This design comes from an exercise in tuning for small area on the open sky130 flow, not from production work.
At most, simulation tests tie the RTL to the original design; equivalence was not proved.
No functional check of the RTL was part of runs 4 and 5.
No activity file was given, so power comes from the tool's default toggle rates.

--- flow/run.sh ---
#!/bin/bash
# synth_recipe.tcl (not shown) runs the flow's synth.tcl, then flattens the netlist and writes it again
# the make line also repeats each setting of config.mk as NAME=value (left out here)
make -C /OpenROAD-flow-scripts/flow DESIGN_CONFIG=/design/flow/config.mk WORK_HOME=/design/flow/orfs CLKGATE_MAP_FILE= SYNTH_SCRIPT=/design/flow/synth_recipe.tcl finish
--- flow/design.v ---
module data_syn(
    input logic clk_i,
    input logic rst_n_i,
    input logic data_i,
    output logic pos_edge_o
);
logic [3:0] data;
assign pos_edge_o = data[2] & ~data[3];
always_ff @(posedge clk_i or negedge rst_n_i)
begin
    if (!rst_n_i) begin
        data <= 4'b0000;
    end else begin
        data <= {data[2:0], data_i};
    end
end
endmodule
module edge2en(
    input logic clk_i,
    input logic rst_n_i,
    input logic data_i,
    output logic pos_edge_o
);
logic data_a, data_b;
assign pos_edge_o = ~data_b & data_a;
always_ff @(posedge clk_i or negedge rst_n_i)
begin
    if (!rst_n_i) begin
        data_a <= 1'b0;
        data_b <= 1'b0;
    end else begin
        data_a <= data_i;
        data_b <= data_a;
    end
end
endmodule
module startup #(
    parameter int W = 32
) (
    input logic clk_i,
    input logic rst_n_i,
    input logic  [4:0] gate_sync_i,
    input logic [W-1:0] gate_shift_i,
    output logic [4:0] gate_en_o
);
logic  [4:0] gate_en;
logic [W-1:0] gate_cnt;
logic        gate_next;
logic        gate_done;
assign gate_en_o = gate_en;
edge2en gate_next_en(
    .clk_i(clk_i),
    .rst_n_i(rst_n_i),
    .data_i(gate_done & (gate_en == gate_sync_i)),
    .pos_edge_o(gate_next)
);
always_ff @(posedge clk_i or negedge rst_n_i)
begin
    if (!rst_n_i) begin
        gate_en   <= 5'b00000;
        gate_cnt  <= {W{1'b0}};
        gate_done <= 1'b0;
    end else begin
        gate_en   <= gate_next ? {gate_en[3:0], (gate_sync_i != 5'b01111)} : gate_en;
        gate_cnt  <= gate_next ? {W{1'b0}} : gate_cnt + 1'b1;
        gate_done <= gate_next ? 1'b0 : (gate_cnt == gate_shift_i) ? 1'b1 : gate_done;
    end
end
endmodule
module measure #(
    parameter int W = 32
) (
    input logic clk_i,
    input logic rst_n_i,
    input logic sig_clk_p_i,
    input logic         gate_en_i,
    input logic [W-1:0] gate_total_i,
    output logic           reg_wr_en_o,
    output logic [2*W-1:0] reg_wr_data_o,
    output logic gate_sync_o
);
logic gate_sync;
logic gate_sync_a;
logic gate_sync_b;
logic         gate_en;
logic [W-1:0] gate_cnt;
logic [W-1:0] sig_clk_cnt;
logic [W-1:0] ref_clk_cnt;
logic reg_wr_en;
assign reg_wr_en_o = reg_wr_en;
assign reg_wr_data_o = {ref_clk_cnt, sig_clk_cnt};
assign gate_sync_o = gate_sync;
always_ff @(posedge clk_i or negedge rst_n_i)
begin
    if (!rst_n_i) begin
        gate_en   <= 1'b0;
        gate_sync <= 1'b0;
        gate_sync_a <= 1'b0;
        gate_sync_b <= 1'b0;
        reg_wr_en <= 1'b0;
    end else begin
        if (gate_sync) begin
            gate_en   <= (gate_cnt == gate_total_i) ? 1'b0 : gate_en;
            gate_sync <= ~(sig_clk_p_i & ~gate_en);
        end else begin
            gate_en   <= gate_en_i;
            gate_sync <= sig_clk_p_i & gate_en;
        end
        gate_sync_a <= gate_sync;
        gate_sync_b <= gate_sync_a;
        reg_wr_en <= ~gate_sync_a & gate_sync_b;
    end
end
always_ff @(posedge clk_i)
begin
    if (gate_sync) begin
        gate_cnt    <= gate_cnt + 1'b1;
        sig_clk_cnt <= sig_clk_cnt + sig_clk_p_i;
        ref_clk_cnt <= ref_clk_cnt + 1'b1;
    end else begin
        gate_cnt    <= {W{1'b0}};
        if (!(gate_sync_a || gate_sync_b)) begin
            sig_clk_cnt <= {W{1'b0}};
            ref_clk_cnt <= {W{1'b0}};
        end
    end
end
endmodule
`timescale 1ns / 1ps
module axi_dfm_v1_0(
    input logic s_axi_aclk,
    input logic s_axi_aresetn,
    input  logic [31:0] s_axi_awaddr,
    input  logic        s_axi_awvalid,
    output logic        s_axi_awready,
    input  logic [31:0] s_axi_wdata,
    input  logic        s_axi_wvalid,
    output logic        s_axi_wready,
    output logic s_axi_bvalid,
    input  logic s_axi_bready,
    input  logic [31:0] s_axi_araddr,
    input  logic        s_axi_arvalid,
    output logic        s_axi_arready,
    output logic [31:0] s_axi_rdata,
    output logic        s_axi_rvalid,
    input  logic        s_axi_rready,
    input  logic signal_in,
    output logic signal_done
);
localparam int W = 16;
logic [4:0] gate_en;
logic [4:0] gate_sync;
logic [W-1:0] gate_shift;
logic [W-1:0] gate_total;
logic         sig_clk_p;
logic     [4:0] raw_wr_en;
logic [2*W-1:0] raw_wr_data[5];
logic           reg_wr_en;
logic [2*W-1:0] reg_wr_data;
logic [2*W-1:0] reg_rd_data;
logic  [W-1:0] rdata;
assign s_axi_awready = s_axi_aresetn && s_axi_awvalid && (!s_axi_bvalid || s_axi_bready);
assign s_axi_wready  = s_axi_aresetn && s_axi_wvalid  && (!s_axi_bvalid || s_axi_bready);
assign s_axi_arready = s_axi_aresetn && s_axi_arvalid && (!s_axi_rvalid || s_axi_rready);
assign s_axi_rdata = {{(32-W){1'b0}}, rdata};
assign signal_done = reg_wr_en;
always_ff @(posedge s_axi_aclk or negedge s_axi_aresetn)
begin
    if (!s_axi_aresetn) begin
        gate_shift <= {W{1'b0}};
        gate_total <= {W{1'b0}};
        reg_rd_data <= {(2*W){1'b0}};
        s_axi_bvalid <= 1'b0;
        s_axi_rvalid <= 1'b0;
    end else begin
        if (s_axi_awready) begin
            case (s_axi_awaddr[7:0])
                8'h00:
                    gate_shift <= s_axi_wdata[W-1:0];
                8'h04:
                    gate_total <= s_axi_wdata[W-1:0];
                default:
                    reg_rd_data <= reg_wr_data;
            endcase
        end
        s_axi_bvalid <= (s_axi_bvalid & ~s_axi_bready) | s_axi_awready;
        s_axi_rvalid <= (s_axi_rvalid & ~s_axi_rready) | s_axi_arready;
    end
end
always_ff @(posedge s_axi_aclk)
begin
    if (!s_axi_rvalid || s_axi_rready) begin
        case (s_axi_araddr[7:0])
            8'h00:
                rdata <= gate_shift;
            8'h04:
                rdata <= gate_total;
            8'h08:
                rdata <= reg_rd_data[W-1:0];
            8'h0C:
                rdata <= reg_rd_data[2*W-1:W];
            default:
                rdata <= {W{1'b0}};
        endcase
    end
end
data_syn sig_clk_syn(
    .clk_i(s_axi_aclk),
    .rst_n_i(s_axi_aresetn),
    .data_i(signal_in),
    .pos_edge_o(sig_clk_p)
);
startup #(.W(W)) startup(
    .clk_i(s_axi_aclk),
    .rst_n_i(s_axi_aresetn),
    .gate_sync_i(gate_sync),
    .gate_shift_i(gate_shift),
    .gate_en_o(gate_en)
);
genvar i;
generate
    for (i = 0; i < 5; i = i + 1) begin: measure_block
        measure #(.W(W)) measure(
            .clk_i(s_axi_aclk),
            .rst_n_i(s_axi_aresetn),
            .sig_clk_p_i(sig_clk_p),
            .gate_en_i(gate_en[i]),
            .gate_total_i(gate_total),
            .reg_wr_en_o(raw_wr_en[i]),
            .reg_wr_data_o(raw_wr_data[i]),
            .gate_sync_o(gate_sync[i])
        );
    end
endgenerate
logic [2*W-1:0] wr_data;
always_comb
begin
    wr_data = {(2*W){1'b0}};
    for (int k = 0; k < 5; k = k + 1)
        wr_data = wr_data | (raw_wr_data[k] & {(2*W){raw_wr_en[k]}});
end
logic wr_multi;
assign wr_multi = (raw_wr_en[0] & (|raw_wr_en[4:1])) | (raw_wr_en[1] & (|raw_wr_en[4:2]))
                | (raw_wr_en[2] & (|raw_wr_en[4:3])) | (raw_wr_en[3] & raw_wr_en[4]);
always_ff @(posedge s_axi_aclk or negedge s_axi_aresetn)
begin
    if (!s_axi_aresetn) begin
        reg_wr_en   <= 1'b0;
        reg_wr_data <= {(2*W){1'b0}};
    end else begin
        reg_wr_en <= |raw_wr_en;
        if ((|raw_wr_en) && !wr_multi)
            reg_wr_data <= wr_data;
    end
end
endmodule
--- flow/config.mk ---
export PLATFORM = sky130hd
export DESIGN_NAME = axi_dfm_v1_0
export DESIGN_NICKNAME = axi_dfm_v1_0
export VERILOG_FILES = /design/flow/design.v
export SDC_FILE = /design/flow/constraint.sdc
export NUM_CORES = 4
export LEC_CHECK = 0
export CAP_MARGIN = 20
export CORE_MARGIN = 2
export CORE_UTILIZATION = 40
export PLACE_DENSITY = 0.6
export SLEW_MARGIN = 20
--- flow/constraint.sdc ---
create_clock -name core_clock -period 5.0 [get_ports {s_axi_aclk}]
set_input_delay 1.0000 -clock core_clock [delete_from_list [all_inputs] [get_ports {s_axi_aclk}]]
set_output_delay 1.0000 -clock core_clock [all_outputs]
set_load 0.01 [all_outputs]
==> flow_metrics.py, run 1 <==
metrics = {
    "outcome": {
        "outcome": "timing/DRC/antenna clean",
    },
    "clock_network": {
        "cts.sinks": 408,
        "cts_resized": 0,
        "cts_hold_buf": 0,
        "cts_max_path_buffers": 3,
        "clkTransAtPathRegs_ps": 50,
        "clock_latency_ps": 570,
        "cts_tree": "yes",
        "numCtsBuffers": 45,
        "cts_htree_levels": 2,
        "root_buffer": "clkbuf_16",
        "post-cts-setup-buffers": 0,
    },
    "power_and_ir_drop": {
        "irDropWorstVdd_mv": 0.244,
        "power.density_nw_per_um2": 520,
        "total_power_w": 0.0119,
        "cellLeakagePower_nw": 8.55,
    },
    "critical_path": {
        "end_kind": "primary output",
        "worstReg2RegStart": "sig_clk_syn.data[2]",
        "critPathLaunchType": "input pin",
        "crit_chain": "clkdlybuf4s50_1 > nand2b_1 > buf_4 > nor2b_1 > clkdlybuf4s50_1",
        "crit_slowest_cell": "clkdlybuf4s50_1",
        "worst-path-max-fanout": 18,
        "arrival_ps": 2550,
        "critPathRequiredTime_ps": 4000,
        "max_stage_delay_ps": 550,
        "worstSetupPathType": "in2out",
        "cp-startpoint": "s_axi_rready",
        "crit_top_cell": "clkdlybuf4s50_1",
    },
    "synth": {
        "synth.largest_area_cell": "edfxtp_1",
        "syn_avg_cell_area_um2": 11.1,
        "ys_top_cells_by_area": "edfxtp_1, dfrtp_1, dfxtp_1, mux2_2, xnor2_1",
        "synth-seq-area-share": 0.528,
        "syn-cell-area_um2": 20300,
        "synth-seq-cells": 408,
        "synth_top_area_frac": 0.261,
        "syn-instance-count": 1832,
        "synth_edf_count": 176,
        "ys.flop_type": "edfxtp_1",
        "yosysWarnings": 6,
        "netlist_top_cells_count": "nor2_1, edfxtp_1, dfrtp_1, xnor2_1, xor2_1",
        "synth_cell_types": 48,
        "synth.most_common_cell": "nor2_1",
        "synthArstFlopShare": 0.373,
    },
    "timing": {
        "post-route-period-util": 0.710,
        "fmax_mhz": 282,
        "worst_pin_slew_ps": 895,
        "finalMaxSlewViolations": 0,
        "slew-limit-headroom": 0.403,
        "min_period_ps": 3550,
        "setup_viol": 0,
        "tns_ps": 0,
        "rsz0062_at_grt": "false",
        "finalHoldViolations": 0,
        "finClkSkew_ps": 11.4,
    },
    "route": {
        "vias": 14200,
        "drc": 0,
        "dr.pass1.iters": 5,
        "wire_per_inst_um": 19.6,
        "viasPerCell": 5.53,
        "finalWirelength_um": 50300,
        "detailedRoute.firstIterationViolations": 1170,
        "antenna_left": 0,
    },
    "floorplan": {
        "num_rows": 82,
        "die-height_um": 229,
        "die_w_um": 229,
        "dieArea_um2": 52500,
        "initial_utilization": 0.405,
        "core_um2": 50100,
        "design.portCount": 142,
    },
    "layout": {
        "design_area_um2": 22800,
        "drive_above_1_share": 0.119,
        "antenna_cells": 0,
        "multi_input_area_um2": 9070,
        "syn2layout_area_growth_pct": 12.7,
        "nets": 1989,
        "fillers": 4707,
        "area.sequential_um2": 10700,
    },
    "grt": {
        "grt_pass1_vias": 13700,
        "grt_max_degree": 61,
        "grt.total_usage": 0.190,
        "grt_overflow_total": 0,
        "antenna_found_initial": 2,
        "grt_pass1_wl_um": 78500,
    },
    "placement": {
        "routabilityCongestion": 0.827,
        "dp_hpwl_um": 35200,
        "portBuffers": 61,
        "placed_area_um2": 21500,
    },
    "hold_path": {
        "worstHoldStart": "sig_clk_syn.data[1]",
        "hp-class": "reg2reg",
    },
    "job": {
        "maxCapViolations": 0,
    },
}
sequential cells by signal, indices dropped and copies added (netlist names), 4 cells and up, named ones only:
name / flops
rdata: 16
measure_block.measure.gate_sync_a: 5
measure_block.measure.sig_clk_cnt: 80
reg_wr_data: 32
measure_block.measure.gate_sync_b: 5
measure_block.measure.gate_cnt: 80
measure_block.measure.gate_en: 5
reg_rd_data: 32
startup.gate_cnt: 16
gate_shift: 16
measure_block.measure.ref_clk_cnt: 80
gate_total: 16
sig_clk_syn.data: 4
measure_block.measure.reg_wr_en: 5
startup.gate_en: 5
power breakdown:
part | switching [W] | internal, W
clock network | 0.00135 | 0.00181
registers | 0.00107 | 0.00473
logic | 0.00171 | 0.00120
area by class of cell:
cell class,instances,share of cell area
clock inverters,18,0.00515
clock buffers,63,0.0554
repair buffers,83,0.0338
well taps,672,0.0368
inverters,21,0.00345
flip-flops and latches,408,0.468
multi-input cells,1300,0.397
routing by layer:
metal | up-vias | global-route usage | wire length (µm)
met4 | 0 | 0.0733 | 1670
met5 | - | 0 | 0
met2 | 323 | 0.307 | 23700
li1 | 6709 | - | -
met3 | 96 | 0.0251 | 2170
met1 | 7064 | 0.261 | 22800
stage by stage:
step	instances	hold WS, ps	setup slack (ps)	utilization
global placement	2484	337	1490	0.428
CTS	2565	349	1450	0.456
detailed placement	2484	337	1460	0.428
finish	2565	350	1450	0.456
global route	2565	364	1360	0.456
floorplan	1847	331	1860	-
worst max-delay path, delay by kind of cell:
kind,cells,cell delay [ps]
and+or+nand+nor,2,280
buffers and inverters,3,1260
cell usage in the layout, fill, tap and decap left out, types with 45 or more instances in the layout:
cell type,instances
nor2_1,177
xnor2_1,132
edfxtp_1,176
or3_1,51
dfxtp_1,80
nand2_1,106
clkbuf_16,45
clkdlybuf4s50_1,59
nand4_1,85
a21oi_1,59
o21ai_0,59
nand3_1,87
xor2_1,125
mux2_2,105
dfrtp_1,152
worst paths after layout:
kind                       cells after the start                                  endpoint  slack, ps
max                                            5                             s_axi_arready       1450
min                                            0                       sig_clk_syn.data[2]        350
max reg2reg                                    8  measure_block[1].measure.sig_clk_cnt[14]       2380
min reg2reg                                    0                       sig_clk_syn.data[2]        350
max in group asynchronous                      3      measure_block[0].measure.gate_sync_a       2860
min in group asynchronous                      1                       startup.gate_cnt[1]        380
kinds of logic (layout without fill, tap and decap cells):
group           Yosys count  in the layout  synth area share
other cells               1             16          0.000185
flops                   408            408             0.528
mux                     124            124            0.0776
fa+ha+maj                26             26            0.0161
simple gates            672            672             0.172
compound gates          205            205            0.0653
buf+inv                 139            185            0.0298
xor+xnor                257            257             0.111
==> run 2: changes to the inputs <==
--- a/flow/design.v
+++ b/flow/design.v
@@ -111,19 +111,13 @@
         reg_wr_en <= ~gate_sync_a & gate_sync_b;
     end
 end
+logic cnt_clr;
+assign cnt_clr = ~(gate_sync | gate_sync_a | gate_sync_b);
 always_ff @(posedge clk_i)
 begin
-    if (gate_sync) begin
-        gate_cnt    <= gate_cnt + 1'b1;
-        sig_clk_cnt <= sig_clk_cnt + sig_clk_p_i;
-        ref_clk_cnt <= ref_clk_cnt + 1'b1;
-    end else begin
-        gate_cnt    <= {W{1'b0}};
-        if (!(gate_sync_a || gate_sync_b)) begin
-            sig_clk_cnt <= {W{1'b0}};
-            ref_clk_cnt <= {W{1'b0}};
-        end
-    end
+    gate_cnt    <= gate_sync ? gate_cnt + 1'b1 : {W{1'b0}};
+    sig_clk_cnt <= cnt_clr ? {W{1'b0}} : sig_clk_cnt + (sig_clk_p_i & gate_sync);
+    ref_clk_cnt <= cnt_clr ? {W{1'b0}} : ref_clk_cnt + gate_sync;
 end
 endmodule
 `timescale 1ns / 1ps
@@ -158,6 +152,8 @@
 logic           reg_wr_en;
 logic [2*W-1:0] reg_wr_data;
 logic [2*W-1:0] reg_rd_data;
+logic           wr_valid;
+logic           rd_valid;
 logic  [W-1:0] rdata;
 assign s_axi_awready = s_axi_aresetn && s_axi_awvalid && (!s_axi_bvalid || s_axi_bready);
 assign s_axi_wready  = s_axi_aresetn && s_axi_wvalid  && (!s_axi_bvalid || s_axi_bready);
@@ -169,7 +165,7 @@
     if (!s_axi_aresetn) begin
         gate_shift <= {W{1'b0}};
         gate_total <= {W{1'b0}};
-        reg_rd_data <= {(2*W){1'b0}};
+        rd_valid <= 1'b0;
         s_axi_bvalid <= 1'b0;
         s_axi_rvalid <= 1'b0;
     end else begin
@@ -180,12 +176,17 @@
                 8'h04:
                     gate_total <= s_axi_wdata[W-1:0];
                 default:
-                    reg_rd_data <= reg_wr_data;
+                    rd_valid <= wr_valid;
             endcase
         end
         s_axi_bvalid <= (s_axi_bvalid & ~s_axi_bready) | s_axi_awready;
         s_axi_rvalid <= (s_axi_rvalid & ~s_axi_rready) | s_axi_arready;
     end
+end
+always_ff @(posedge s_axi_aclk)
+begin
+    if (s_axi_awready && s_axi_awaddr[7:0] != 8'h00 && s_axi_awaddr[7:0] != 8'h04)
+        reg_rd_data <= reg_wr_data;
 end
 always_ff @(posedge s_axi_aclk)
 begin
@@ -196,9 +197,9 @@
             8'h04:
                 rdata <= gate_total;
             8'h08:
-                rdata <= reg_rd_data[W-1:0];
+                rdata <= rd_valid ? reg_rd_data[W-1:0] : {W{1'b0}};
             8'h0C:
-                rdata <= reg_rd_data[2*W-1:W];
+                rdata <= rd_valid ? reg_rd_data[2*W-1:W] : {W{1'b0}};
             default:
                 rdata <= {W{1'b0}};
         endcase
@@ -245,12 +246,17 @@
 always_ff @(posedge s_axi_aclk or negedge s_axi_aresetn)
 begin
     if (!s_axi_aresetn) begin
-        reg_wr_en   <= 1'b0;
-        reg_wr_data <= {(2*W){1'b0}};
+        reg_wr_en <= 1'b0;
+        wr_valid  <= 1'b0;
     end else begin
         reg_wr_en <= |raw_wr_en;
         if ((|raw_wr_en) && !wr_multi)
-            reg_wr_data <= wr_data;
-    end
-end
-endmodule
+            wr_valid <= 1'b1;
+    end
+end
+always_ff @(posedge s_axi_aclk)
+begin
+    if ((|raw_wr_en) && !wr_multi)
+        reg_wr_data <= wr_data;
+end
+endmodule
--- a/flow/config.mk
+++ b/flow/config.mk
@@ -8,5 +8,6 @@
 export CAP_MARGIN = 20
 export CORE_MARGIN = 2
 export CORE_UTILIZATION = 40
+export CTS_BUF_LIST = sky130_fd_sc_hd__clkbuf_4
 export PLACE_DENSITY = 0.6
 export SLEW_MARGIN = 20
==> run 2 against run 1 <==
Effect of this change:
- still clean
- count of clock-buffer cells in the layout rose by 107
- non-clock buffer count decreased by 4
- maximum frequency is 0.64% higher
- register-to-register slack better by 160 ps
- sequential share of layout area is 1.9 points lower
- sequential cell count increased by 2
- area after synthesis shrank 8.9%
- clock power shrank 5%
- via count fell by 1.9%
- cell count rose by 1.2%
- cell area shrank 7.8%
- global-route usage is 0.093 points lower
- critical endpoint unchanged
==> flow_metrics.py, run 2 <==
metrics = {
    "floorplan": {
        "core_um2": 45500,
        "die-height_um": 219,
        "initial_utilization": 0.406,
        "dieArea_um2": 47900,
        "num_rows": 78,
        "die_w_um": 219,
        "design.portCount": 142,
    },
    "grt": {
        "antenna_found_initial": 2,
        "grt.total_usage": 0.189,
        "grt_overflow_total": 0,
        "grt_pass1_vias": 13600,
        "grt_pass1_wl_um": 71900,
        "grt_max_degree": 61,
    },
    "clock_network": {
        "post-cts-setup-buffers": 0,
        "numCtsBuffers": 104,
        "cts_htree_levels": 3,
        "cts_max_path_buffers": 3,
        "cts_hold_buf": 0,
        "root_buffer": "clkbuf_4",
        "clock_latency_ps": 800,
        "cts.sinks": 410,
        "clkTransAtPathRegs_ps": 60,
        "cts_tree": "yes",
        "cts_resized": 0,
    },
    "layout": {
        "reg_top3": "measure_block.measure.gate_cnt: 80 flops, measure_block.measure.ref_clk_cnt: 80 flops, measure_block.measure.sig_clk_cnt: 80 flops",
        "instances_no_fill": 2596,
        "mostFrequentLayoutCell": "dfxtp_1",
        "drive_above_1_share": 0.130,
        "syn2layout_area_growth_pct": 14.0,
        "multi_input_area_um2": 8500,
        "fillers": 4357,
        "nets": 2045,
        "area.sequential_um2": 9460,
        "design_area_um2": 21000,
        "final_cell_mix": "dfxtp_1, nor2_1, clkbuf_4, xnor2_1, xor2_1",
    },
    "route": {
        "viasPerCell": 5.36,
        "vias": 13900,
        "drc": 0,
        "antenna_left": 0,
        "wire_per_inst_um": 17.2,
        "finalWirelength_um": 44700,
        "dr.pass1.iters": 6,
        "detailedRoute.firstIterationViolations": 998,
    },
    "timing": {
        "finClkSkew_ps": 49.0,
        "min_period_ps": 3530,
        "whs_ps": 154,
        "worst_pin_slew_ps": 931,
        "post-route-period-util": 0.705,
        "finalMaxSlewViolations": 0,
        "fmax_mhz": 284,
        "rsz0062_at_grt": "false",
        "finalHoldViolations": 0,
        "slew-limit-headroom": 0.378,
        "setup_viol": 0,
        "tns_ps": 0,
    },
    "placement": {
        "portBuffers": 61,
        "dp_hpwl_um": 31300,
        "placed_area_um2": 19600,
        "routabilityCongestion": 0.830,
        "placed_cells": 2401,
    },
    "critical_path": {
        "worst-path-max-fanout": 18,
        "crit_slowest_cell": "clkdlybuf4s50_1",
        "end_kind": "primary output",
        "critPathRequiredTime_ps": 4000,
        "crit_top_cell": "clkdlybuf4s50_1",
        "max_stage_delay_ps": 550,
        "worstSetupPathType": "in2out",
        "critPathLaunchType": "input pin",
        "crit_buf_inv": 3,
        "crit_chain": "clkdlybuf4s50_1 > nand2b_1 > buf_4 > nor2b_1 > clkdlybuf4s50_1",
        "crit_family": "buffers and inverters",
        "arrival_ps": 2530,
    },
    "hold_path": {
        "hp-class": "in2async",
    },
    "synth": {
        "syn_avg_cell_area_um2": 10.2,
        "ys.flop_type": "dfxtp_1",
        "synthArstFlopShare": 0.220,
        "synth_cell_types": 50,
        "synth-seq-area-share": 0.512,
        "syn-cell-area_um2": 18500,
        "netlist_top_cells_count": "dfxtp_1, nor2_1, xnor2_1, xor2_1, nand2_1",
        "synth.most_common_cell": "dfxtp_1",
        "ys_top_cells_by_area": "dfxtp_1, edfxtp_1, dfrtp_1, xnor2_1, xor2_1",
        "synth.largest_area_cell": "dfxtp_1",
        "synth_top_area_frac": 0.260,
        "synth-seq-cells": 410,
        "yosysWarnings": 6,
        "synth_edf_count": 80,
        "syn-instance-count": 1814,
    },
    "outcome": {
        "outcome": "timing/DRC/antenna clean",
    },
    "power_and_ir_drop": {
        "total_power_w": 0.00860,
        "irDropWorstVdd_mv": 0.252,
        "cellLeakagePower_nw": 7.85,
        "power.density_nw_per_um2": 408,
    },
    "job": {
        "maxCapViolations": 0,
    },
}
run 2: cell count changes after synthesis, moves of 8 or more:
cell and delta:
nor4_1 +9, a22oi_1 +16, and4_1 -9, mux2_2 -63
dfrtp_1 -62, ha_1 +8, xnor2_1 +8, and3_1 -15
edfxtp_1 -96, mux4_2 -16, nor2b_1 +14, dfxtp_1 +160
mux2i_1 +13
run 2: cell families (layout without fill, tap and decap cells):
| group | after synthesis | in the layout | synth area share |
|---|---|---|---|
| buf+inv | 136 | 301 | 0.0318 |
| other cells | 1 | 18 | 0.000203 |
| compound gates | 232 | 232 | 0.0815 |
| simple gates | 681 | 681 | 0.192 |
| xor+xnor | 262 | 262 | 0.124 |
| fa+ha+maj | 34 | 34 | 0.0230 |
| mux | 58 | 58 | 0.0343 |
| flops | 410 | 410 | 0.512 |
run 2: area by class of cell:
type,instances,share of cell area
flip-flops and latches,410,0.450
multi-input cells,1283,0.404
clock buffers,170,0.0606
repair buffers,79,0.0376
well taps,600,0.0357
clock inverters,23,0.00713
inverters,29,0.00517
diodes,2,0.000238
run 2: path summary, 6_finish.rpt:
kind	from	to	slack, ps	cells after the start
worst max-delay path	s_axi_rready	s_axi_arready	1470	5
worst min-delay path	s_axi_aresetn	s_axi_rvalid	150	1
worst max register to register	sig_clk_syn.data[3]	measure_block[4].measure.sig_clk_cnt[8]	2540	8
worst min register to register	sig_clk_syn.data[0]	sig_clk_syn.data[1]	360	0
max in group asynchronous	s_axi_aresetn	measure_block[2].measure.reg_wr_en	3620	2
min in group core_clock	sig_clk_syn.data[0]	sig_clk_syn.data[1]	360	0
run 2: per-stage QoR:
stage           util  setup WS, ps
4_1_cts        0.463          1460
3_3_place_gp   0.430          1450
6_report       0.463          1470
2_1_floorplan      -          1290
5_1_grt        0.463          1370
3_5_place_dp   0.431          1450
run 2: worst reg2reg max path: stages, from the launching register on:
cell     delay (ps)
dfrtp_1         370
nor2b_2         550
and2_1          270
ha_1            190
ha_1            240
and2_1          250
nor3b_1         260
xnor2_1         170
nor2_1           60
run 2: layer usage:
metal,global-route usage,vias to the layer above,share of wire
li1,-,6715,-
met1,0.256,6755,0.46
met2,0.298,367,0.46
met3,0.0432,86,0.059
met4,0.0655,0,0.023
met5,0,-,0
run 2: power breakdown:
group | leakage, nW | switching, W | internal [W]
registers | 3.91 | 0.000394 | 0.00389
clock network | 0.850 | 0.00137 | 0.00164
logic | 3.10 | 0.000836 | 0.000467
total | 7.85 | 0.00260 | 0.00599
==> run 3: changes to the inputs <==
--- a/flow/config.mk
+++ b/flow/config.mk
@@ -8,6 +8,5 @@
 export CAP_MARGIN = 20
 export CORE_MARGIN = 2
 export CORE_UTILIZATION = 40
-export CTS_BUF_LIST = sky130_fd_sc_hd__clkbuf_4
 export PLACE_DENSITY = 0.6
 export SLEW_MARGIN = 20
==> run 3 against run 2 <==
Effect of this change:
- maximum frequency rose by 0.28%
- die area did not move
- non-clock buffer count did not move
- cell area rose by 0.79%
- total power rose by 6.6%
- first-iteration DRC count rose by 4.8%
- core utilization rose by 0.37 points
- routed wire length fell by 1.1%
- critical path type unchanged
==> flow_metrics.py, run 3 <==
metrics = {
    "route": {
        "finalWirelength_um": 44200,
        "dr.pass1.iters": 8,
        "wire_per_inst_um": 17.8,
        "antenna_left": 0,
        "vias": 13500,
        "viasPerCell": 5.44,
        "drc": 0,
        "detailedRoute.firstIterationViolations": 1046,
    },
    "power_and_ir_drop": {
        "power.density_nw_per_um2": 432,
        "comb_power_share": 0.142,
        "clkPwrFrac": 0.390,
        "power.internal_w": 0.00657,
        "p_switching_w": 0.00259,
        "p_seq_frac": 0.468,
        "irDropWorstVdd_mv": 0.333,
        "cellLeakagePower_nw": 7.78,
        "p_sw_frac": 0.283,
    },
    "placement": {
        "placed_area_um2": 19600,
        "portBuffers": 61,
        "routabilityCongestion": 0.830,
        "placed_cells": 2401,
        "dp_hpwl_um": 31300,
    },
    "clock_network": {
        "cts_resized": 0,
        "cts_tree": "yes",
        "root_buffer": "clkbuf_16",
        "cts_max_path_buffers": 3,
        "clkTransAtPathRegs_ps": 60,
        "post-cts-setup-buffers": 0,
        "cts.sinks": 410,
        "numCtsBuffers": 43,
        "clock_latency_ps": 560,
        "cts_htree_levels": 2,
        "cts_hold_buf": 0,
    },
    "synth": {
        "syn_avg_cell_area_um2": 10.2,
        "ys_top_cells_by_area": "dfxtp_1, edfxtp_1, dfrtp_1, xnor2_1, xor2_1",
        "synth_cell_types": 50,
        "synth-seq-area-share": 0.512,
        "yosysWarnings": 6,
        "synth.most_common_cell": "dfxtp_1",
        "synth.largest_area_cell": "dfxtp_1",
        "synth_top_area_frac": 0.260,
        "synthArstFlopShare": 0.220,
        "synth-seq-cells": 410,
        "netlist_top_cells_count": "dfxtp_1, nor2_1, xnor2_1, xor2_1, nand2_1",
        "synth_edf_count": 80,
        "ys.flop_type": "dfxtp_1",
        "syn-instance-count": 1814,
        "syn-cell-area_um2": 18500,
    },
    "grt": {
        "grt_pass1_vias": 13100,
        "grt_overflow_total": 0,
        "antenna_found_initial": 1,
        "grt_pass1_wl_um": 70700,
        "grt.total_usage": 0.185,
        "grt_max_degree": 61,
    },
    "layout": {
        "instances_no_fill": 2481,
        "nets": 1984,
        "mostFrequentLayoutCell": "dfxtp_1",
        "syn2layout_area_growth_pct": 14.9,
        "antenna_cells": 0,
        "drive_above_1_share": 0.0829,
        "final_cell_mix": "dfxtp_1, nor2_1, xnor2_1, xor2_1, nand2_1",
        "multi_input_area_um2": 8500,
        "fillers": 4306,
        "reg_top3": "measure_block.measure.gate_cnt: 80 flops, measure_block.measure.ref_clk_cnt: 80 flops, measure_block.measure.sig_clk_cnt: 80 flops",
        "area.sequential_um2": 9460,
        "design_area_um2": 21200,
    },
    "critical_path": {
        "max_stage_delay_ps": 550,
        "crit_chain": "clkdlybuf4s50_1 > nand2b_1 > buf_4 > nor2b_1 > clkdlybuf4s50_1",
        "worstSetupPathType": "in2out",
        "crit_family": "buffers and inverters",
        "crit_buf_inv": 3,
        "crit_slowest_cell": "clkdlybuf4s50_1",
        "crit_top_cell": "clkdlybuf4s50_1",
        "critPathLaunchType": "input pin",
        "worst-path-max-fanout": 18,
        "critPathRequiredTime_ps": 4000,
        "arrival_ps": 2520,
        "end_kind": "primary output",
    },
    "timing": {
        "post-route-period-util": 0.703,
        "fmax_mhz": 284,
        "setup_viol": 0,
        "worst_pin_slew_ps": 917,
        "finClkSkew_ps": 24.1,
        "slew-limit-headroom": 0.388,
        "min_period_ps": 3520,
        "tns_ps": 0,
        "finalMaxSlewViolations": 0,
        "rsz0062_at_grt": "false",
        "finalHoldViolations": 0,
    },
    "floorplan": {
        "num_rows": 78,
        "core_um2": 45500,
        "die_w_um": 219,
        "design.portCount": 142,
        "initial_utilization": 0.406,
        "dieArea_um2": 47900,
        "die-height_um": 219,
    },
    "outcome": {
        "outcome": "timing/DRC/antenna clean",
    },
    "hold_path": {
        "hp-class": "reg2reg",
    },
    "job": {
        "maxCapViolations": 0,
    },
}
## run 3: per-layer routing
metal / track usage / vias to the layer above / routed length (µm)
li1: - / 6519 / -
met1: 0.258 / 6596 / 20500
met2: 0.298 / 298 / 20400
met3: 0.0299 / 72 / 2290
met4: 0.0505 / 0 / 936
met5: 0 / - / 0
## run 3: logic make-up after synthesis
logic type      after synthesis  synth area share
compound gates              232            0.0815
xor+xnor                    262             0.124
fa+ha+maj                    34            0.0230
buf+inv                     136            0.0318
flops                       410             0.512
mux                          58            0.0343
other cells                   1          0.000203
simple gates                681             0.192
## run 3: worst reg2reg max path, cell delays in order, from the launching register on
cell     delay, ps
dfrtp_1        370
nor2b_2        570
and2_1         270
ha_1           180
ha_1           240
and2_1         250
nor3b_1        260
xnor2_1        170
nor2_1          60
## run 3: final cells by class
cell class,count,share of cell area
Timing Repair Buffer,79,0.0373
Inverter,29,0.00513
Sequential cell,410,0.446
Tap cell,600,0.0354
Multi-Input combinational cell,1283,0.401
Clock buffer,56,0.0579
Clock inverter,24,0.0175
## run 3: per-stage QoR
step                worst slack (ps)  hold slack, ps  utilization  total power [W]
floorplan                       1290             331            -          0.00511
global placement                1450             337        0.430          0.00558
detailed placement              1450             337        0.431          0.00567
CTS                             1460             351        0.466          0.00924
global route                    1370             358        0.466          0.00958
finish                          1480             349        0.466          0.00916
## run 3: worst paths after layout
check / to / slack [ps] / depth (start not counted) / start
max: s_axi_arready / 1480 / 5 / s_axi_rready
min: sig_clk_syn.data[2] / 350 / 0 / sig_clk_syn.data[1]
max reg2reg: measure_block[4].measure.sig_clk_cnt[8] / 2530 / 8 / sig_clk_syn.data[3]
min reg2reg: sig_clk_syn.data[2] / 350 / 0 / sig_clk_syn.data[1]
max in group asynchronous: measure_block[2].measure.reg_wr_en / 3390 / 2 / s_axi_aresetn
min in group asynchronous: s_axi_rvalid / 390 / 1 / s_axi_aresetn
## run 3: power by group through the flow
stage | clock (W) | sequential [W] | combinational (W)
2_1_floorplan | 0 | 0.00415 | 0.000966
3_3_place_gp | 0 | 0.00438 | 0.00120
3_5_place_dp | 0 | 0.00435 | 0.00132
4_1_cts | 0.00363 | 0.00429 | 0.00133
5_1_grt | 0.00377 | 0.00434 | 0.00147
6_report | 0.00357 | 0.00429 | 0.00130
==> run 4: changes to the inputs <==
--- a/flow/design.v
+++ b/flow/design.v
@@ -80,13 +80,13 @@
     output logic gate_sync_o
 );
 logic gate_sync;
-logic gate_sync_a;
-logic gate_sync_b;
+logic [1:0] close_st;
 logic         gate_en;
 logic [W-1:0] gate_cnt;
 logic [W-1:0] sig_clk_cnt;
 logic [W-1:0] ref_clk_cnt;
 logic reg_wr_en;
+assign reg_wr_en = close_st[1] & ~close_st[0];
 assign reg_wr_en_o = reg_wr_en;
 assign reg_wr_data_o = {ref_clk_cnt, sig_clk_cnt};
 assign gate_sync_o = gate_sync;
@@ -95,9 +95,7 @@
     if (!rst_n_i) begin
         gate_en   <= 1'b0;
         gate_sync <= 1'b0;
-        gate_sync_a <= 1'b0;
-        gate_sync_b <= 1'b0;
-        reg_wr_en <= 1'b0;
+        close_st <= 2'b00;
     end else begin
         if (gate_sync) begin
             gate_en   <= (gate_cnt == gate_total_i) ? 1'b0 : gate_en;
@@ -106,13 +104,12 @@
             gate_en   <= gate_en_i;
             gate_sync <= sig_clk_p_i & gate_en;
         end
-        gate_sync_a <= gate_sync;
-        gate_sync_b <= gate_sync_a;
-        reg_wr_en <= ~gate_sync_a & gate_sync_b;
+        close_st[0] <= gate_sync | (close_st[0] & ~close_st[1]);
+        close_st[1] <= ~gate_sync & close_st[0];
     end
 end
 logic cnt_clr;
-assign cnt_clr = ~(gate_sync | gate_sync_a | gate_sync_b);
+assign cnt_clr = ~(gate_sync | close_st[0]);
 always_ff @(posedge clk_i)
 begin
     gate_cnt    <= gate_sync ? gate_cnt + 1'b1 : {W{1'b0}};
--- a/flow/config.mk
+++ b/flow/config.mk
@@ -8,5 +8,7 @@
 export CAP_MARGIN = 20
 export CORE_MARGIN = 2
 export CORE_UTILIZATION = 40
+export CTS_CLUSTER_DIAMETER = 100
+export CTS_CLUSTER_SIZE = 30
 export PLACE_DENSITY = 0.6
 export SLEW_MARGIN = 20
==> run 4 against run 3 <==
Effect of this change:
- worst hold slack got worse by 4.4 ps
- cell area shrank 5.6%
- first-iteration DRC count down 16%
- largest cell class unchanged
- largest power group unchanged
- highest routed layer unchanged
==> flow_metrics.py, run 4 <==
metrics = {
    "critical_path": {
        "end_kind": "primary output",
        "crit_chain": "clkdlybuf4s50_1 > nand2b_1 > buf_4 > nor2b_1 > clkdlybuf4s50_1",
        "max_stage_delay_ps": 540,
        "critPathRequiredTime_ps": 4000,
        "crit_slowest_cell": "clkdlybuf4s50_1",
        "arrival_ps": 2500,
        "worstSetupPathType": "in2out",
        "r2r_slack_ps": 2190,
        "crit_top_cell": "clkdlybuf4s50_1",
        "critPathLaunchType": "input pin",
        "worst-path-max-fanout": 18,
    },
    "floorplan": {
        "design.portCount": 142,
        "die_w_um": 218,
        "num_rows": 78,
        "initial_utilization": 0.404,
        "core_um2": 45400,
        "dieArea_um2": 47600,
        "die-height_um": 218,
    },
    "synth": {
        "synth.largest_area_cell": "dfxtp_1",
        "syn-cell-area_um2": 18400,
        "ys.flop_type": "dfxtp_1",
        "netlist_top_cells_count": "dfxtp_1, nor2_1, xnor2_1, xor2_1, nand3_1",
        "synth_cell_types": 50,
        "synth-seq-area-share": 0.508,
        "synth-seq-cells": 405,
        "yosysWarnings": 6,
        "syn-instance-count": 1831,
        "synthArstFlopShare": 0.210,
        "synth.most_common_cell": "dfxtp_1",
        "syn_avg_cell_area_um2": 10.0,
        "synth_edf_count": 80,
        "ys_top_cells_by_area": "dfxtp_1, edfxtp_1, dfrtp_1, xnor2_1, xor2_1",
        "synth_top_area_frac": 0.262,
    },
    "clock_network": {
        "clkTransAtPathRegs_ps": 120,
        "cts_max_path_buffers": 3,
        "clock_latency_ps": 550,
        "root_buffer": "clkbuf_16",
        "cts_htree_levels": 1,
        "cts_hold_buf": 0,
        "cts.sinks": 405,
        "numCtsBuffers": 17,
        "post-cts-setup-buffers": 0,
        "cts_tree": "yes",
        "cts_resized": 0,
    },
    "layout": {
        "drive_above_1_share": 0.0576,
        "area.sequential_um2": 9330,
        "nets": 1981,
        "mostFrequentLayoutCell": "dfxtp_1",
        "instances_no_fill": 2457,
        "reg_top3": "measure_block.measure.gate_cnt: 80 flops, measure_block.measure.ref_clk_cnt: 80 flops, measure_block.measure.sig_clk_cnt: 80 flops",
        "fillers": 4328,
        "final_cell_mix": "dfxtp_1, nor2_1, xnor2_1, xor2_1, nand3_1",
        "syn2layout_area_growth_pct": 9.04,
        "antenna_cells": 0,
        "multi_input_area_um2": 8570,
    },
    "grt": {
        "antenna_found_initial": 0,
        "grt_overflow_total": 0,
        "grt.total_usage": 0.177,
        "grt_max_degree": 64,
        "grt_pass1_wl_um": 68100,
        "grt_pass1_vias": 12500,
    },
    "timing": {
        "finClkSkew_ps": 25.5,
        "post-route-period-util": 0.701,
        "finalHoldViolations": 0,
        "setup_viol": 0,
        "worst_pin_slew_ps": 1000,
        "rsz0062_at_grt": "false",
        "fmax_mhz": 285,
        "finalMaxSlewViolations": 0,
        "slew-limit-headroom": 0.330,
        "min_period_ps": 3500,
        "tns_ps": 0,
    },
    "route": {
        "detailedRoute.firstIterationViolations": 883,
        "antenna_left": 0,
        "drc": 0,
        "viasPerCell": 5.38,
        "vias": 13200,
        "dr.pass1.iters": 6,
        "finalWirelength_um": 42600,
        "wire_per_inst_um": 17.4,
    },
    "placement": {
        "portBuffers": 61,
        "placed_cells": 2427,
        "routabilityCongestion": 0.841,
        "dp_hpwl_um": 30700,
    },
    "job": {
        "maxCapViolations": 0,
    },
    "hold_path": {
        "hp-class": "in2async",
    },
    "power_and_ir_drop": {
        "irDropWorstVdd_mv": 0.345,
        "total_power_w": 0.00736,
        "power.density_nw_per_um2": 368,
        "cellLeakagePower_nw": 7.17,
    },
    "outcome": {
        "outcome": "timing/DRC/antenna clean",
    },
}
run 4: changes by cell type after synthesis, sizes merged, moves of 8 or more:
| cell | before | now |
|---|---|---|
| nor2 | 177 | 190 |
| a22oi | 48 | 80 |
| and4 | 19 | 31 |
| a222oi | 32 | 0 |
| and2 | 32 | 22 |
| or4 | 15 | 6 |
| nand3 | 83 | 119 |
| nor3 | 22 | 14 |
run 4: layout make-up:
class	count	area share
sequential	405	0.466
multi-input combinational	1315	0.428
tap	600	0.0375
timing repair buffer	79	0.0371
clock buffer	25	0.0228
inverter	28	0.00525
clock inverter	5	0.00281
run 4: cells by family after synthesis:
logic type | share of synthesized area
buffers and inverters | 0.0299
other | 0.000204
flip-flops | 0.508
AND/OR/NAND/NOR | 0.203
multiplexers | 0.0350
AO/OA/AOI/OAI | 0.0765
adder cells (fa/ha/maj) | 0.0211
XOR/XNOR | 0.126
run 4: worst paths after layout:
path,start,depth (start not counted),end
worst max-delay path,s_axi_rready,5,s_axi_arready
worst max register to register,sig_clk_syn.data[2],7,measure_block[4].measure.sig_clk_cnt[15]
max in group asynchronous,s_axi_aresetn,2,measure_block[2].measure.gate_en
min in group core_clock,sig_clk_syn.data[1],0,sig_clk_syn.data[2]
worst min-delay path,s_axi_aresetn,1,measure_block[1].measure.close_st[0]
worst min register to register,sig_clk_syn.data[1],0,sig_clk_syn.data[2]
run 4: metal layers:
metal  vias up  part of all wire  global-route usage  wire (µm)
li1       6460                 -                   -          -
met1      6489              0.47               0.244      20000
met2       224              0.48               0.301      20400
met3        34             0.039              0.0245       1660
met4         0             0.014              0.0281        594
met5         -                 0                   0          0
run 4: metrics by stage:
stage	worst slack, ps	hold WS, ps	utilization	area [µm²]
finish	1500	344	0.441	20000
global route	1410	357	0.441	20000
CTS	1480	343	0.441	20000
detailed placement	1440	337	0.430	19500
global placement	1460	336	0.430	19500
floorplan	1120	331	-	18400
run 4: power breakdown:
part	total, W	switching [W]	internal, W
Sequential	0.00419	0.000331	0.00386
Clock	0.00173	0.00103	0.000708
Combinational	0.00143	0.000974	0.000455
Total	0.00736	0.00233	0.00502
run 4: worst max-delay path, delay by kind of cell:
| kind | cells | cell delay, ps |
|---|---|---|
| buf+inv | 3 | 1240 |
| simple gates | 2 | 250 |
==> run 5: changes to the inputs <==
==> flow/flow/run.sh (new file) <==
#!/bin/bash
# Standard ORFS layout with smaller port buffers and a clock tree without dummy loads.
set -euo pipefail
export BUFFER_PORTS_ARGS="-buffer_cell sky130_fd_sc_hd__buf_1"
export CTS_ARGS="-sink_clustering_enable -repair_clock_nets -dont_use_dummy_load -sink_clustering_size 30 -sink_clustering_max_diameter 100"
bash standard.sh finish > flow_make.log 2>&1
==> flow/standard.sh (new file) <==
#!/bin/bash
# synth_recipe.tcl (not shown) runs the flow's synth.tcl, then flattens the netlist and writes it again
# the make line also repeats each setting of config.mk as NAME=value (left out here)
make -C /OpenROAD-flow-scripts/flow DESIGN_CONFIG=/design/flow/config.mk WORK_HOME=/design/flow/orfs CLKGATE_MAP_FILE= SYNTH_SCRIPT=/design/flow/synth_recipe.tcl "${@:-finish}"
--- a/flow/config.mk
+++ b/flow/config.mk
@@ -8,7 +8,5 @@
 export CAP_MARGIN = 20
 export CORE_MARGIN = 2
 export CORE_UTILIZATION = 40
-export CTS_CLUSTER_DIAMETER = 100
-export CTS_CLUSTER_SIZE = 30
 export PLACE_DENSITY = 0.6
 export SLEW_MARGIN = 20
removed: flow/run.sh
==> run 5 against run 4 <==
Effect of this change:
- die area unchanged
- first-iteration DRC count grew 33%
- still clean on timing, DRC and antenna
- register-to-register slack gained 100 ps
==> flow_metrics.py, run 5 <==
metrics = {
    "grt": {
        "grt_pass1_vias": 12400,
        "grt.total_usage": 0.180,
        "grt_max_degree": 53,
        "antenna_found_initial": 0,
        "grt_overflow_total": 0,
        "grt_pass1_wl_um": 68600,
    },
    "clock_network": {
        "cts_tree": "yes",
        "numCtsBuffers": 17,
        "clkTransAtPathRegs_ps": 110,
        "post-cts-setup-buffers": 0,
        "cts_resized": 0,
        "root_buffer": "clkbuf_16",
        "cts_max_path_buffers": 3,
        "clock_latency_ps": 550,
        "cts_htree_levels": 1,
        "cts_hold_buf": 0,
        "cts.sinks": 405,
    },
    "timing": {
        "tns_ps": 0,
        "rsz0062_at_grt": "false",
        "whs_ps": 373,
        "finClkSkew_ps": 45.2,
        "finalHoldViolations": 0,
        "fmax_mhz": 315,
        "layout_setup_ws_ps": 1820,
        "post-route-period-util": 0.635,
        "setup_viol": 0,
        "slew-limit-headroom": 0.407,
        "worst_pin_slew_ps": 888,
        "finalMaxSlewViolations": 0,
        "min_period_ps": 3180,
    },
    "critical_path": {
        "critPathRequiredTime_ps": 4000,
        "end_kind": "primary output",
        "arrival_ps": 2180,
        "critPathLaunchType": "input pin",
        "worst-path-max-fanout": 38,
        "worstSetupPathType": "in2out",
    },
    "synth": {
        "netlist_top_cells_count": "dfxtp_1, nor2_1, xnor2_1, xor2_1, nand3_1",
        "synth_top_area_frac": 0.262,
        "synth_adder_area_share": 0.0211,
        "synth_xor_area_frac": 0.126,
        "synth.largest_area_cell": "dfxtp_1",
        "syn_avg_cell_area_um2": 10.0,
        "synth-seq-area-share": 0.508,
        "synth.mux.area_fraction": 0.0350,
        "synth_compound_area_frac": 0.0765,
        "synth_top_family_by_area": "simple AND/OR/NAND/NOR gates",
        "synthArstFlopShare": 0.210,
        "ys.flop_type": "dfxtp_1",
        "syn-cell-area_um2": 18400,
        "synthSimpleGateAreaFrac": 0.203,
        "syn-instance-count": 1831,
        "ys_top_cells_by_area": "dfxtp_1, edfxtp_1, dfrtp_1, xnor2_1, xor2_1",
        "synth_edf_count": 80,
        "synth-seq-cells": 405,
        "yosysWarnings": 6,
        "synth.most_common_cell": "dfxtp_1",
        "synth_cell_types": 50,
    },
    "route": {
        "drc": 0,
        "vias": 13100,
        "finalWirelength_um": 42800,
        "detailedRoute.firstIterationViolations": 1170,
        "dr.pass1.iters": 5,
        "antenna_left": 0,
        "wire_per_inst_um": 17.5,
        "viasPerCell": 5.37,
    },
    "floorplan": {
        "die_w_um": 218,
        "num_rows": 78,
        "core_um2": 45400,
        "die-height_um": 218,
        "initial_utilization": 0.404,
        "dieArea_um2": 47600,
        "design.portCount": 142,
    },
    "layout": {
        "fillers": 4374,
        "nets": 1981,
        "reg_top3": "measure_block.measure.gate_cnt: 80 flops, measure_block.measure.ref_clk_cnt: 80 flops, measure_block.measure.sig_clk_cnt: 80 flops",
        "mostFrequentLayoutCell": "dfxtp_1",
        "final_cell_mix": "dfxtp_1, nor2_1, xnor2_1, xor2_1, nand3_1",
        "drive_above_1_share": 0.0559,
        "area.sequential_um2": 9330,
        "multi_input_area_um2": 8570,
        "syn2layout_area_growth_pct": 6.55,
    },
    "placement": {
        "dp_hpwl_um": 30400,
        "routabilityCongestion": 0.825,
        "pre_cts_ws_ps": 1770,
        "portBuffers": 61,
    },
    "hold_path": {
        "hp-class": "reg2reg",
    },
    "power_and_ir_drop": {
        "power.density_nw_per_um2": 368,
        "irDropWorstVdd_mv": 0.333,
        "cellLeakagePower_nw": 6.98,
    },
    "job": {
        "maxCapViolations": 0,
    },
    "outcome": {
        "outcome": "timing/DRC/antenna clean",
    },
}
==> run 5: metal layers <==
layer	up-vias	GRT usage	wire length, µm
li1	6448	-	-
met3	49	0.0209	1440
met5	-	0	0
met2	233	0.293	20100
met1	6411	0.253	20300
met4	0	0.0456	1010
==> run 5: worst paths after layout <==
check / startpoint / to / slack (ps) / cells past startpoint
setup / recovery: s_axi_aresetn / s_axi_awready / 1820 / 4
hold / removal: sig_clk_syn.data[0] / sig_clk_syn.data[1] / 370 / 0
setup reg to reg: measure_block[3].measure.close_st[0] / reg_wr_data[16] / 2290 / 6
hold reg to reg: sig_clk_syn.data[0] / sig_clk_syn.data[1] / 370 / 0
max in group asynchronous: s_axi_aresetn / startup.gate_cnt[3] / 3390 / 2
min in group asynchronous: s_axi_aresetn / wr_valid / 480 / 1
==> run 5: critical path: stages <==
cell	delay, ps
clkbuf_4	480
nand3_1	320
inv_1	170
buf_1	170
==> run 5: per-stage QoR <==
stage	power (W)	std cells	util	instance area, µm²
after floorplan	0.00512	1846	-	18400
after global placement	0.00563	2427	0.422	19100
after detailed placement	0.00567	2427	0.422	19100
after CTS	0.00727	2444	0.431	19600
after global routing	0.00757	2444	0.431	19600
final	0.00719	2445	0.431	19600
==> run 5: final cells by class <==
cell class                      instances  area share
Sequential cell                       405       0.477
Multi-Input combinational cell       1315       0.438
Tap cell                              600      0.0384
Clock buffer                           17      0.0218
Timing Repair Buffer                   79      0.0188
Inverter                               28     0.00537
Antenna cell                            1    0.000128
==> run 5: kinds of logic after synthesis <==
family / Yosys count
and+or+nand+nor: 714
other: 1
DFF: 405
AOI/OAI and AO/OA: 231
muxes: 59
xor gates and xnor gates: 264
adders and majority gates: 31
buffers and inverters: 126
==> run 5: report_power, final <==
| part | total, W | leakage [nW] | internal [W] | switching [W] |
|---|---|---|---|---|
| clock | 0.00161 | 0.209 | 0.000619 | 0.000987 |
| combinational | 0.00140 | 2.94 | 0.000418 | 0.000985 |
| sequential | 0.00418 | 3.84 | 0.00386 | 0.000323 |
==> run 6: changes to the inputs <==
--- a/flow/design.v
+++ b/flow/design.v
@@ -54,6 +54,14 @@
     .data_i(gate_done & (gate_en == gate_sync_i)),
     .pos_edge_o(gate_next)
 );
+logic [W-1:0] gate_cnt_c;
+assign gate_cnt_c[0] = 1'b1;
+genvar k;
+generate
+    for (k = 1; k < W; k = k + 1) begin: carry
+        assign gate_cnt_c[k] = gate_cnt_c[k-1] & gate_cnt[k-1];
+    end
+endgenerate
 always_ff @(posedge clk_i or negedge rst_n_i)
 begin
     if (!rst_n_i) begin
@@ -62,7 +70,7 @@
         gate_done <= 1'b0;
     end else begin
         gate_en   <= gate_next ? {gate_en[3:0], (gate_sync_i != 5'b01111)} : gate_en;
-        gate_cnt  <= gate_next ? {W{1'b0}} : gate_cnt + 1'b1;
+        gate_cnt  <= gate_next ? {W{1'b0}} : gate_cnt ^ gate_cnt_c;
         gate_done <= gate_next ? 1'b0 : (gate_cnt == gate_shift_i) ? 1'b1 : gate_done;
     end
 end
@@ -110,11 +118,27 @@
 end
 logic cnt_clr;
 assign cnt_clr = ~(gate_sync | close_st[0]);
+logic [W-1:0] gate_cnt_c, sig_clk_cnt_c, ref_clk_cnt_c;
+logic [W-1:0] gate_cnt_n, sig_clk_cnt_n, ref_clk_cnt_n;
+assign gate_cnt_c[0]    = 1'b1;
+assign sig_clk_cnt_c[0] = sig_clk_p_i & gate_sync;
+assign ref_clk_cnt_c[0] = gate_sync;
+genvar k;
+generate
+    for (k = 1; k < W; k = k + 1) begin: carry
+        assign gate_cnt_c[k]    = gate_cnt_c[k-1]    & gate_cnt[k-1];
+        assign sig_clk_cnt_c[k] = sig_clk_cnt_c[k-1] & sig_clk_cnt[k-1];
+        assign ref_clk_cnt_c[k] = ref_clk_cnt_c[k-1] & ref_clk_cnt[k-1];
+    end
+endgenerate
+assign gate_cnt_n    = gate_cnt    ^ gate_cnt_c;
+assign sig_clk_cnt_n = sig_clk_cnt ^ sig_clk_cnt_c;
+assign ref_clk_cnt_n = ref_clk_cnt ^ ref_clk_cnt_c;
 always_ff @(posedge clk_i)
 begin
-    gate_cnt    <= gate_sync ? gate_cnt + 1'b1 : {W{1'b0}};
-    sig_clk_cnt <= cnt_clr ? {W{1'b0}} : sig_clk_cnt + (sig_clk_p_i & gate_sync);
-    ref_clk_cnt <= cnt_clr ? {W{1'b0}} : ref_clk_cnt + gate_sync;
+    gate_cnt    <= gate_sync ? gate_cnt_n : {W{1'b0}};
+    sig_clk_cnt <= cnt_clr ? {W{1'b0}} : sig_clk_cnt_n;
+    ref_clk_cnt <= cnt_clr ? {W{1'b0}} : ref_clk_cnt_n;
 end
 endmodule
 `timescale 1ns / 1ps
==> run 6 against run 5 <==
Effect of this change:
- still clean on timing, DRC and antenna
- sequential power is 2% lower
- global-route usage is 1.6 points lower
- sequential share of layout area is 1.9 points higher
- count of clock-buffer cells in the layout stayed put
- total power is 0.79% lower
- critical path type is now reg2reg
==> flow_metrics.py, run 6 <==
metrics = {
    "outcome": {
        "outcome": "timing/DRC/antenna clean",
    },
    "layout": {
        "fillers": 4146,
        "instances_no_fill": 2055,
        "drive_above_1_share": 0.0653,
        "antenna_cells": 0,
        "syn2layout_area_growth_pct": 7.14,
        "final_cell_mix": "dfxtp_1, ha_1, nor2b_1, xnor2_1, and2_1",
        "nets": 1815,
        "mostFrequentLayoutCell": "dfxtp_1",
        "reg_top3": "measure_block.measure.gate_cnt: 80 flops, measure_block.measure.ref_clk_cnt: 80 flops, measure_block.measure.sig_clk_cnt: 80 flops",
    },
    "route": {
        "antenna_left": 0,
        "finalWirelength_um": 36300,
        "detailedRoute.firstIterationViolations": 469,
        "vias": 10100,
        "dr.pass1.iters": 5,
        "drc": 0,
        "wire_per_inst_um": 17.7,
        "viasPerCell": 4.92,
    },
    "synth": {
        "synth_top_area_frac": 0.274,
        "netlist_top_cells_count": "dfxtp_1, ha_1, nor2b_1, xnor2_1, and2_1",
        "synth-seq-cells": 405,
        "ys.flop_type": "dfxtp_1",
        "synth.most_common_cell": "dfxtp_1",
        "synthArstFlopShare": 0.210,
        "synth_edf_count": 80,
        "syn_avg_cell_area_um2": 12.2,
        "yosysWarnings": 6,
        "syn-cell-area_um2": 17500,
        "synth.largest_area_cell": "dfxtp_1",
        "syn-instance-count": 1444,
        "synth_cell_types": 40,
        "synth-seq-area-share": 0.532,
        "ys_top_cells_by_area": "dfxtp_1, ha_1, edfxtp_1, dfrtp_1, nor2b_1",
    },
    "placement": {
        "routabilityCongestion": 0.777,
        "dp_hpwl_um": 25100,
        "portBuffers": 61,
        "placed_cells": 2038,
    },
    "clock_network": {
        "cts.sinks": 405,
        "cts_resized": 0,
        "clkTransAtPathRegs_ps": 120,
        "cts_htree_levels": 1,
        "numCtsBuffers": 17,
        "cts_hold_buf": 0,
        "root_buffer": "clkbuf_16",
        "cts_tree": "yes",
        "clock_latency_ps": 550,
        "cts_max_path_buffers": 3,
        "post-cts-setup-buffers": 0,
    },
    "timing": {
        "finalHoldViolations": 0,
        "finalMaxSlewViolations": 0,
        "whs_ps": 277,
        "slew-limit-headroom": 0.302,
        "worst_pin_slew_ps": 1040,
        "tns_ps": 0,
        "post-route-period-util": 0.810,
        "finClkSkew_ps": 35.2,
        "fmax_mhz": 247,
        "rsz0062_at_grt": "false",
        "min_period_ps": 4050,
        "setup_viol": 0,
    },
    "critical_path": {
        "r2r_cells": 18,
        "crit_top_cell": "ha_1",
        "critPathLaunchType": "flip-flop",
        "end_kind": "flip-flop",
        "r2r_slack_ps": 950,
        "worst-path-max-fanout": 20,
        "crit_slowest_cell": "dfrtp_1",
        "worstSetupPathType": "reg2reg",
        "r2r-end": "measure_block[0].measure.sig_clk_cnt[15]",
        "critPathRequiredTime_ps": 5430,
        "crit_chain": "and2_1 > ha_1 > ha_1 > ha_1 > ha_1 > ha_1 > ha_1 > ha_1 > ha_1 > ha_1 > ha_1 > ha_1 > ha_1 > ha_1 > ha_1 > ha_1 > xnor2_1 > nor2_1",
        "max_stage_delay_ps": 660,
        "arrival_ps": 4480,
    },
    "grt": {
        "grt_pass1_wl_um": 57400,
        "antenna_found_initial": 0,
        "grt_overflow_total": 0,
        "grt.total_usage": 0.164,
        "grt_max_degree": 82,
        "grt_pass1_vias": 10200,
    },
    "power_and_ir_drop": {
        "cellLeakagePower_nw": 8.81,
        "irDropWorstVdd_mv": 0.207,
        "power.density_nw_per_um2": 380,
    },
    "floorplan": {
        "dieArea_um2": 45600,
        "die-height_um": 213,
        "num_rows": 76,
        "core_um2": 43200,
        "initial_utilization": 0.407,
        "design.portCount": 142,
        "die_w_um": 213,
    },
    "hold_path": {
        "hp-class": "in2async",
    },
    "job": {
        "maxCapViolations": 0,
    },
}
[run 6: worst max-delay path: cells and delay by family (launching register included)]
kind                       cells  cell delay (ps)
xor gates and xnor gates       1              140
adders and majority gates     15             2840
DFF                            1              660
and+or+nand+nor                2              320
[run 6: metal layers]
layer	GRT usage	part of all wire	up-vias
met3	0.0214	0.028	43
met2	0.277	0.47	104
met4	0.0287	0.019	0
met1	0.227	0.48	4960
met5	0	0	-
li1	-	-	4996
[run 6: cell type report]
| type | count | area [µm²] | area share |
|---|---|---|---|
| clock buffer | 17 | 425 | 0.0226 |
| inverter | 13 | 48.8 | 0.00260 |
| multi-input combinational | 954 | 7880 | 0.419 |
| sequential | 405 | 9330 | 0.496 |
| tap | 585 | 732 | 0.0389 |
| timing repair buffer | 81 | 387 | 0.0206 |
[run 6: worst max-delay path by stage]
| stage | to | slack [ps] | depth (start not counted) |
|---|---|---|---|
| 6_report | measure_block[0].measure.sig_clk_cnt[15] | 950 | 18 |
| 5_1_grt | measure_block[2].measure.sig_clk_cnt[15] | 750 | 19 |
| 4_1_cts | measure_block[2].measure.sig_clk_cnt[14] | 800 | 18 |
| 3_5_place_dp | measure_block[2].measure.sig_clk_cnt[14] | 810 | 18 |
| 3_3_place_gp | measure_block[2].measure.sig_clk_cnt[14] | 820 | 18 |
| 2_1_floorplan | reg_wr_data[0] | 1120 | 5 |
[run 6: per-stage QoR]
| stage | setup slack (ps) | cell area, µm² | total power (W) | utilization |
|---|---|---|---|---|
| 2_1_floorplan | 1120 | 17600 | 0.00500 | - |
| 3_3_place_gp | 823 | 18400 | 0.00560 | 0.426 |
| 3_5_place_dp | 808 | 18400 | 0.00564 | 0.426 |
| 4_1_cts | 804 | 18800 | 0.00724 | 0.435 |
| 5_1_grt | 752 | 18800 | 0.00753 | 0.436 |
| 6_report | 952 | 18800 | 0.00714 | 0.436 |
[run 6: logic make-up (layout without fill, tap and decap cells)]
family | after synthesis | count (layout) | share of synthesized area
adder cells (fa/ha/maj) | 239 | 239 | 0.170
AO/OA/AOI/OAI | 117 | 117 | 0.0465
multiplexers | 55 | 55 | 0.0341
buffers and inverters | 100 | 111 | 0.0257
other | 1 | 16 | 0.000214
XOR/XNOR | 113 | 113 | 0.0564
flip-flops | 405 | 405 | 0.532
AND/OR/NAND/NOR | 414 | 414 | 0.135
[run 6: power breakdown]
part / switching (W) / internal, W
Clock: 0.000977 / 0.000619
Sequential: 0.000239 / 0.00384
Combinational: 0.00106 / 0.000394
==> run 7: changes to the inputs <==
==> flow/run.sh (new file) <==
#!/bin/bash
# synth_recipe.tcl (not shown) runs the flow's synth.tcl, then flattens the netlist and writes it again
# the make line also repeats each setting of config.mk as NAME=value (left out here)
make -C /OpenROAD-flow-scripts/flow DESIGN_CONFIG=/design/flow/config.mk WORK_HOME=/design/flow/orfs CLKGATE_MAP_FILE= SYNTH_SCRIPT=/design/flow/synth_recipe.tcl finish
--- a/flow/config.mk
+++ b/flow/config.mk
@@ -8,5 +8,7 @@
 export CAP_MARGIN = 20
 export CORE_MARGIN = 2
 export CORE_UTILIZATION = 40
+export CTS_CLUSTER_DIAMETER = 100
+export CTS_CLUSTER_SIZE = 30
 export PLACE_DENSITY = 0.6
 export SLEW_MARGIN = 20
removed: flow/flow/run.sh
removed: flow/standard.sh
==> run 7 against run 6 <==
Effect of this change:
- still clean
- first-iteration DRC count up 4.5%
- total power up 1.6%
- global-route usage fell by 0.16 points
- synthesized cell count is the same
- clock skew fell by 16 ps
- critical path type unchanged
==> flow_metrics.py, run 7 <==
metrics = {
    "timing": {
        "post-route-period-util": 0.820,
        "tns_ps": 0,
        "finalMaxSlewViolations": 0,
        "min_period_ps": 4100,
        "layout_setup_ws_ps": 900,
        "whs_ps": 370,
        "fmax_mhz": 244,
        "rsz0062_at_grt": "false",
        "slew-limit-headroom": 0.368,
        "finClkSkew_ps": 19.6,
        "worst_pin_slew_ps": 945,
        "setup_viol": 0,
        "finalHoldViolations": 0,
    },
    "power_and_ir_drop": {
        "cellLeakagePower_nw": 9.00,
        "power.density_nw_per_um2": 376,
        "irDropWorstVdd_mv": 0.243,
    },
    "synth": {
        "ys.flop_type": "dfxtp_1",
        "syn-instance-count": 1444,
        "synth.most_common_cell": "dfxtp_1",
        "synth-seq-area-share": 0.532,
        "synth_top_area_frac": 0.274,
        "synth_edf_count": 80,
        "syn_avg_cell_area_um2": 12.2,
        "synth_cell_types": 40,
        "synth.largest_area_cell": "dfxtp_1",
        "ys_top_cells_by_area": "dfxtp_1, ha_1, edfxtp_1, dfrtp_1, nor2b_1",
        "synth-seq-cells": 405,
        "syn-cell-area_um2": 17500,
        "synthArstFlopShare": 0.210,
        "yosysWarnings": 6,
        "netlist_top_cells_count": "dfxtp_1, ha_1, nor2b_1, xnor2_1, and2_1",
    },
    "layout": {
        "drive_above_1_share": 0.0667,
        "final_cell_mix": "dfxtp_1, ha_1, nor2b_1, xnor2_1, and2_1",
        "reg_top3": "measure_block.measure.gate_cnt: 80 flops, measure_block.measure.ref_clk_cnt: 80 flops, measure_block.measure.sig_clk_cnt: 80 flops",
        "syn2layout_area_growth_pct": 9.70,
        "antenna_cells": 0,
        "mostFrequentLayoutCell": "dfxtp_1",
        "nets": 1817,
        "fin_util": 0.446,
        "instances_no_fill": 2070,
    },
    "clock_network": {
        "cts_max_path_buffers": 3,
        "post-cts-setup-buffers": 0,
        "cts_resized": 0,
        "cts.sinks": 405,
        "clock_latency_ps": 540,
        "cts_hold_buf": 0,
        "cts_htree_levels": 1,
        "numCtsBuffers": 17,
        "root_buffer": "clkbuf_16",
        "clkTransAtPathRegs_ps": 120,
        "cts_tree": "yes",
    },
    "hold_path": {
        "hold_path_depth": 0,
        "hold_end": "sig_clk_syn.data[1]",
        "hp-class": "reg2reg",
        "worstHoldStart": "sig_clk_syn.data[0]",
    },
    "placement": {
        "pre_cts_ws_ps": 884,
        "dp_hpwl_um": 25800,
        "placed_cells": 2040,
        "routabilityCongestion": 0.815,
        "portBuffers": 61,
    },
    "route": {
        "dr.pass1.iters": 5,
        "finalWirelength_um": 36300,
        "wire_per_inst_um": 17.5,
        "detailedRoute.firstIterationViolations": 490,
        "vias": 10000,
        "drc": 0,
        "antenna_left": 0,
        "viasPerCell": 4.85,
    },
    "critical_path": {
        "worst-path-max-fanout": 20,
        "r2r_slack_ps": 900,
        "crit_chain": "and2_1 > ha_1 > ha_1 > ha_1 > ha_1 > ha_1 > ha_1 > ha_1 > ha_1 > ha_1 > ha_1 > ha_1 > ha_1 > ha_1 > ha_1 > ha_1 > nor2b_1",
        "crit_top_cell": "ha_1",
        "critPathLaunchType": "flip-flop",
        "end_kind": "flip-flop",
        "arrival_ps": 4530,
        "crit_slowest_cell": "dfrtp_1",
        "crit_buf_inv": 0,
        "crit_family": "adder cells",
        "worstSetupPathType": "reg2reg",
        "r2r_cells": 17,
        "max_stage_delay_ps": 650,
        "r2r-end": "measure_block[0].measure.sig_clk_cnt[14]",
        "critPathRequiredTime_ps": 5430,
    },
    "grt": {
        "grt_overflow_total": 0,
        "grt_max_degree": 52,
        "grt_pass1_vias": 10100,
        "antenna_found_initial": 0,
        "grt_pass1_wl_um": 56800,
        "grt.total_usage": 0.162,
    },
    "floorplan": {
        "die-height_um": 213,
        "dieArea_um2": 45600,
        "core_um2": 43200,
        "num_rows": 76,
        "die_w_um": 213,
        "initial_utilization": 0.407,
        "design.portCount": 142,
    },
    "job": {
        "maxCapViolations": 0,
    },
    "outcome": {
        "outcome": "timing/DRC/antenna clean",
    },
}
## run 7: cell counts after synthesis
No cell type changed its count.
## run 7: worst max-delay path by stage
stage,start,to,cells past startpoint,slack [ps]
after floorplan,measure_block[2].measure.close_st[0],reg_wr_data[0],5,1120
after global placement,sig_clk_syn.data[2],measure_block[4].measure.sig_clk_cnt[15],20,910
after global routing,flip-flop,measure_block[0].measure.sig_clk_cnt[14],17,650
after CTS,flip-flop,measure_block[0].measure.sig_clk_cnt[14],17,890
after detailed placement,flip-flop,measure_block[0].measure.sig_clk_cnt[14],17,880
final,flip-flop,measure_block[0].measure.sig_clk_cnt[14],17,900
## run 7: cell type report
| class | count | area, µm² |
|---|---|---|
| well taps | 585 | 732 |
| flip-flops and latches | 405 | 9330 |
| clock inverters | 2 | 25.0 |
| inverters | 13 | 48.8 |
| fillers | 4035 | 23900 |
| clock buffers | 28 | 467 |
| multi-input cells | 954 | 7870 |
| repair buffers | 83 | 773 |
## run 7: kinds of logic after synthesis
logic type | Yosys count | share of synthesized area
flip-flops | 405 | 0.532
adder cells (fa/ha/maj) | 239 | 0.170
AO/OA/AOI/OAI | 117 | 0.0465
AND/OR/NAND/NOR | 414 | 0.135
multiplexers | 55 | 0.0341
other | 1 | 0.000214
XOR/XNOR | 113 | 0.0564
buffers and inverters | 100 | 0.0257
## run 7: per-stage QoR
| step | cell area, µm² | total power, W |
|---|---|---|
| after floorplan | 17600 | 0.00500 |
| after global placement | 18800 | 0.00564 |
| after detailed placement | 18800 | 0.00568 |
| after CTS | 19300 | 0.00737 |
| after global routing | 19300 | 0.00766 |
| final | 19300 | 0.00725 |
## run 7: power breakdown
group	internal, W	switching [W]	total (W)
sequential	0.00384	0.000239	0.00408
combinational	0.000432	0.00105	0.00148
clock	0.000667	0.00102	0.00168
total	0.00494	0.00231	0.00725
## run 7: worst reg2reg max path, delay by kind of cell, from the launching register on
kind / cells / cell delay, ps
adders and majority gates: 15 / 2940
DFF: 1 / 650
and+or+nand+nor: 2 / 400
## run 7: per-layer routing
metal	share of wire	up-vias	wire (µm)	GRT usage
met2	0.48	108	17300	0.279
met4	0.018	0	647	0.0314
met1	0.47	4883	17100	0.221
met5	0	-	0	0
li1	-	5022	-	-
met3	0.033	35	1220	0.0198
